What follows belongs to an exercise in optimizing a design on an open flow for small area, a short achievable clock period and few clock cycles; a production flow would make more cautious choices. The RTL was checked by simulation tests, not by an equivalence proof against the original design.

## alu
module alu #(
    parameter INST_W = 4,
    parameter INT_W  = 6,
    parameter FRAC_W = 10,
    parameter DATA_W = INT_W + FRAC_W
)(
    input                      i_clk,
    input                      i_rst_n,
    input                      i_in_valid,
    output                     o_busy,
    input         [INST_W-1:0] i_inst,
    input  signed [DATA_W-1:0] i_data_a,
    input  signed [DATA_W-1:0] i_data_b,
    output                     o_out_valid,
    output        [DATA_W-1:0] o_data
);
reg        v0;
reg [3:0]  op0;
reg [15:0] a0, b0;
reg        busy_r;       
reg        busy_i;       
always @(posedge i_clk) begin
    op0 <= i_inst;
    b0  <= i_data_b;
    if (!busy_i) a0 <= i_data_a;
end
reg        s1_res;       
reg        s1_mac;       
reg        s1_sin;       
reg        s1_neg;       
reg  [2:0] row_cnt;      
reg  [3:0] t_cnt;        
reg        out_valid_r;
wire s0_res  = v0 && (op0 != 4'b1001);
wire s0_row  = v0 && (op0 == 4'b1001);
wire s0_last = s0_row && (row_cnt == 3'd7);
wire rows7   = s0_row ? (row_cnt == 3'd6) : (row_cnt == 3'd7);
wire mac0    = s0_res && (op0 == 4'b0010);
wire last_in = i_in_valid && rows7;
always @(posedge i_clk or negedge i_rst_n) begin
    if (!i_rst_n) begin
        v0          <= 1'b0;
        s1_res      <= 1'b0;
        s1_mac      <= 1'b0;
        row_cnt     <= 3'd0;
        t_cnt       <= 4'd0;
        busy_r      <= 1'b0;
        busy_i      <= 1'b0;
        out_valid_r <= 1'b0;
    end else begin
        v0          <= i_in_valid;
        s1_res      <= s0_res;
        s1_mac      <= mac0;
        if (s0_row) row_cnt <= row_cnt + 3'd1;
        if (last_in) t_cnt <= 4'd9;
        else if (t_cnt != 4'd0) t_cnt <= t_cnt + 4'd1;
        busy_r      <= last_in || (busy_r && (t_cnt != 4'd13));
        busy_i      <= last_in || (busy_i && (t_cnt != 4'd13));
        out_valid_r <= last_in || s1_res || t_cnt[3];
    end
end
always @(posedge i_clk) begin
    s1_sin <= (op0 == 4'b0011);
    s1_neg <= a0[11];
end
assign o_busy      = busy_r;
  ...
Size: ~4,400 cells after synthesis, about 57 I/O pins, roughly 29,000 um^2 of cells after synthesis.
==> flow/config.mk <==
export PLATFORM = sky130hd
export DESIGN_NAME = alu
export DESIGN_NICKNAME = alu
export VERILOG_FILES = /design/flow/design.v
export SDC_FILE = /design/flow/constraint.sdc
export NUM_CORES = 4
export LEC_CHECK = 0
export ABC_AREA = 1
export CAP_MARGIN = 20
export CORE_MARGIN = 2
export CORE_UTILIZATION = 40
export SLEW_MARGIN = 20
==> flow/constraint.sdc <==
create_clock -name core_clock -period 27.0 [get_ports {i_clk}]
set_input_delay 5.4000 -clock core_clock [delete_from_list [all_inputs] [get_ports {i_clk}]]
set_output_delay 5.4000 -clock core_clock [all_outputs]
set_load 0.01 [all_outputs]
standard.sh (not shown) runs the stock make flow with config.mk's settings and CLKGATE_MAP_FILE= SYNTH_SCRIPT=/design/flow/synth_recipe.tcl, a recipe that flattens the netlist after the stock synthesis.
==> flow/flow/run.sh <==
#!/bin/bash
# The standard layout, with faster port buffers and timing repair aimed
# at a shorter period than the design's (the SDC itself is unchanged).
set -euo pipefail
bash standard.sh \
  BUFFER_PORTS_ARGS="-buffer_cell sky130_fd_sc_hd__buf_4" \
  SETUP_SLACK_MARGIN=20.6 \
  finish > standard.log 2>&1
Testbench counts at the start, summed over its fixed seeds: cycles 3,420.
==> next run, changes <==
--- a/flow/flow/run.sh
+++ b/flow/flow/run.sh
@@ -5,4 +5,4 @@
 bash standard.sh \
   BUFFER_PORTS_ARGS="-buffer_cell sky130_fd_sc_hd__buf_4" \
-  SETUP_SLACK_MARGIN=20.6 \
+  SETUP_SLACK_MARGIN=20.5 \
   finish > standard.log 2>&1
Effect:
- wire length fell by 1.2%
- area after synthesis does not change
- register-to-register slack degrades by 0.04 ns
- global-route usage fell by 0.12 points
- setup slack improves by 0.017 ns
- sequential share of layout area stays flat
- via count fell by 0.47%
- design area fell by 0.70%
- fmax barely changes
==> next run, changes <==
--- a/flow/flow/run.sh
+++ b/flow/flow/run.sh
@@ -5,4 +5,4 @@
 bash standard.sh \
   BUFFER_PORTS_ARGS="-buffer_cell sky130_fd_sc_hd__buf_4" \
-  SETUP_SLACK_MARGIN=20.5 \
+  SETUP_SLACK_MARGIN=20.7 \
   finish > standard.log 2>&1
After rerunning: Via count rose by 0.41%. Routed wire length is higher by 1.4%. Non-clock buffer count is higher by 2. Clock-buffer cell count rises by 6. Synthesized area stays the same. Worst setup slack loses 0.013 ns. Sequential share of layout area went down by 0.17 points. Global-route usage climbs by 0.15 points.

========
Another version of the RTL of alu (not shown whole).
Size in the first run: about 230 flip-flops, ~29000 um^2 of cells after synthesis.
## alu
module alu #(
    parameter INST_W = 4,
    parameter INT_W  = 6,
    parameter FRAC_W = 10,
    parameter DATA_W = INT_W + FRAC_W
)(
    input                      i_clk,
    input                      i_rst_n,
    input                      i_in_valid,
    output                     o_busy,
    input         [INST_W-1:0] i_inst,
    input  signed [DATA_W-1:0] i_data_a,
    input  signed [DATA_W-1:0] i_data_b,
    output                     o_out_valid,
    output        [DATA_W-1:0] o_data
);
reg        v0;
reg [3:0]  op0;
reg [15:0] a0, b0;
reg        busy_r;       
reg        busy_i;       
always @(posedge i_clk) begin
    op0 <= i_inst;
    b0  <= i_data_b;
    if (!busy_i) a0 <= i_data_a;
end
reg        s1_res;       
reg        s1_mac;       
reg        s1_sin;       
reg        s1_neg;       
reg  [2:0] row_cnt;      
reg  [3:0] t_cnt;        
reg        out_valid_r;
wire s0_res  = v0 && (op0 != 4'b1001);
wire s0_row  = v0 && (op0 == 4'b1001);
wire s0_last = s0_row && (row_cnt == 3'd7);
wire rows7   = s0_row ? (row_cnt == 3'd6) : (row_cnt == 3'd7);
wire mac0    = s0_res && (op0 == 4'b0010);
wire last_in = i_in_valid && rows7;
always @(posedge i_clk or negedge i_rst_n) begin
    if (!i_rst_n) begin
        v0          <= 1'b0;
        s1_res      <= 1'b0;
        s1_mac      <= 1'b0;
        row_cnt     <= 3'd0;
        t_cnt       <= 4'd0;
        busy_r      <= 1'b0;
        busy_i      <= 1'b0;
        out_valid_r <= 1'b0;
    end else begin
        v0          <= i_in_valid;
        s1_res      <= s0_res;
        s1_mac      <= mac0;
        if (s0_row) row_cnt <= row_cnt + 3'd1;
        if (last_in) t_cnt <= 4'd9;
        else if (t_cnt != 4'd0) t_cnt <= t_cnt + 4'd1;
        busy_r      <= last_in || (t_cnt[3] && (t_cnt[2:0] != 3'd0) && (t_cnt[2:0] < 3'd5));
        busy_i      <= last_in || (busy_i && (t_cnt != 4'd13));
        out_valid_r <= last_in || s1_res || t_cnt[3];
    end
end
always @(posedge i_clk) begin
    s1_sin <= (op0 == 4'b0011);
    s1_neg <= a0[11];
end
assign o_busy      = busy_r;
assign o_out_valid = out_valid_r;
reg [13:0] m [0:7];
reg [1:0]  r7lo;
integer i;
always @(posedge i_clk) begin
    if (s0_row && !s0_last) begin
        for (i = 0; i < 8; i = i + 1)
  ...
Settings: LEC_CHECK=0, ABC_AREA=1, CAP_MARGIN=20, CORE_MARGIN=2, CORE_UTILIZATION=40, SLEW_MARGIN=20; clock period 27.0 ns.
==> flow/flow/run.sh <==
#!/bin/bash
# The standard layout, with faster port buffers, timing repair aimed at
# a shorter period than the design's (the SDC itself is unchanged), and a
# clock tree built without dummy loads.
set -euo pipefail
bash standard.sh \
  BUFFER_PORTS_ARGS="-buffer_cell sky130_fd_sc_hd__buf_4" \
  SETUP_SLACK_MARGIN=20.5 \
  CTS_ARGS="-sink_clustering_enable -repair_clock_nets -dont_use_dummy_load" \
  finish > standard.log 2>&1
Testbench counts at the start, summed over its fixed seeds: cycles 3,420.
Change:
==> flow/flow/run.sh (replaced) <==
#!/bin/bash
# The standard layout, with faster port buffers, timing repair aimed at
# a shorter period than the design's (the SDC itself is unchanged), and a
# clock tree built without dummy loads and with smaller leaf buffers.
set -euo pipefail
bash standard.sh \
  BUFFER_PORTS_ARGS="-buffer_cell sky130_fd_sc_hd__buf_2" \
  SETUP_SLACK_MARGIN=20.5 \
  CTS_ARGS="-sink_clustering_enable -repair_clock_nets -dont_use_dummy_load -sink_clustering_buffer sky130_fd_sc_hd__clkbuf_8" \
  finish > standard.log 2>&1
Settings changed: CORE_UTILIZATION 40 to 60.
Sequential share of layout area goes up by 0.39 points.
Global-route usage increases by 14 points.
Cell count falls by a few percent.
Synthesized cell count does not change.
Count of clock-buffer cells in the layout rose by 14.
Final area is lower slightly.
Worst setup slack gains 0.036 ns.
Change:
--- a/flow/flow/run.sh
+++ b/flow/flow/run.sh
@@ -7 +7 @@
-  BUFFER_PORTS_ARGS="-buffer_cell sky130_fd_sc_hd__buf_2" \
+  BUFFER_PORTS_ARGS="-buffer_cell sky130_fd_sc_hd__buf_4" \
Settings changed: CORE_UTILIZATION 60 to 50.
Result: Routed wire length rose by 3.2%. Worst setup slack is worse by 0.026 ns. Critical path depth is unchanged.

==> static timing again, ports no longer ideal <==
The flow's constraints put no driver on any port. The routed layouts listed below were extracted and timed again, unchanged, in two steps.
Step 1 sets driving cells, clkbuf_16 on the clock port and buf_2 on the other inputs (assumed; they add their load-dependent delay and slew).
Step 2 also shifts input and output timing later by t, the mid clock arrival at the registers, as if the neighbouring blocks saw the same clock.
a / b / c = ideal / step 1 / step 2; a / b = the first two.
| run | shift t [ns] | setup WS [ns] | worst setup path after step 2 | latest minus earliest clock arrival (ns) | worst register clock-pin slew, ns |
|---|---|---|---|---|---|
| the first run of note 1 | 0.625 | 20.468 / 20.409 / 20.294 | input to register | 0.013 / 0.013 | 0.08 / 0.08 |
| the second run of note 1 | 0.623 | 20.486 / 20.431 / 20.345 | input to register | 0.037 / 0.037 | 0.08 / 0.08 |
| the third run of note 1 | 0.625 | 20.473 / 20.414 / 20.291 | input to register | 0.011 / 0.011 | 0.07 / 0.07 |
| the first run of note 2 | 0.606 | 20.495 / 20.433 / 20.158 | input to register | 0.024 / 0.024 | 0.06 / 0.06 |
| the second run of note 2 | 0.561 | 20.531 / 20.479 / 20.356 | input to register | 0.046 / 0.046 | 0.06 / 0.06 |
| the third run of note 2 | 0.564 | 20.505 / 20.449 / 20.354 | input to register | 0.070 / 0.070 | 0.06 / 0.06 |
After both steps setup and hold are still met in every run listed. For the first run of note 2, which loses most, drivers alone change the setup slack by -0.062 ns; drivers and shift together by -0.337 ns.
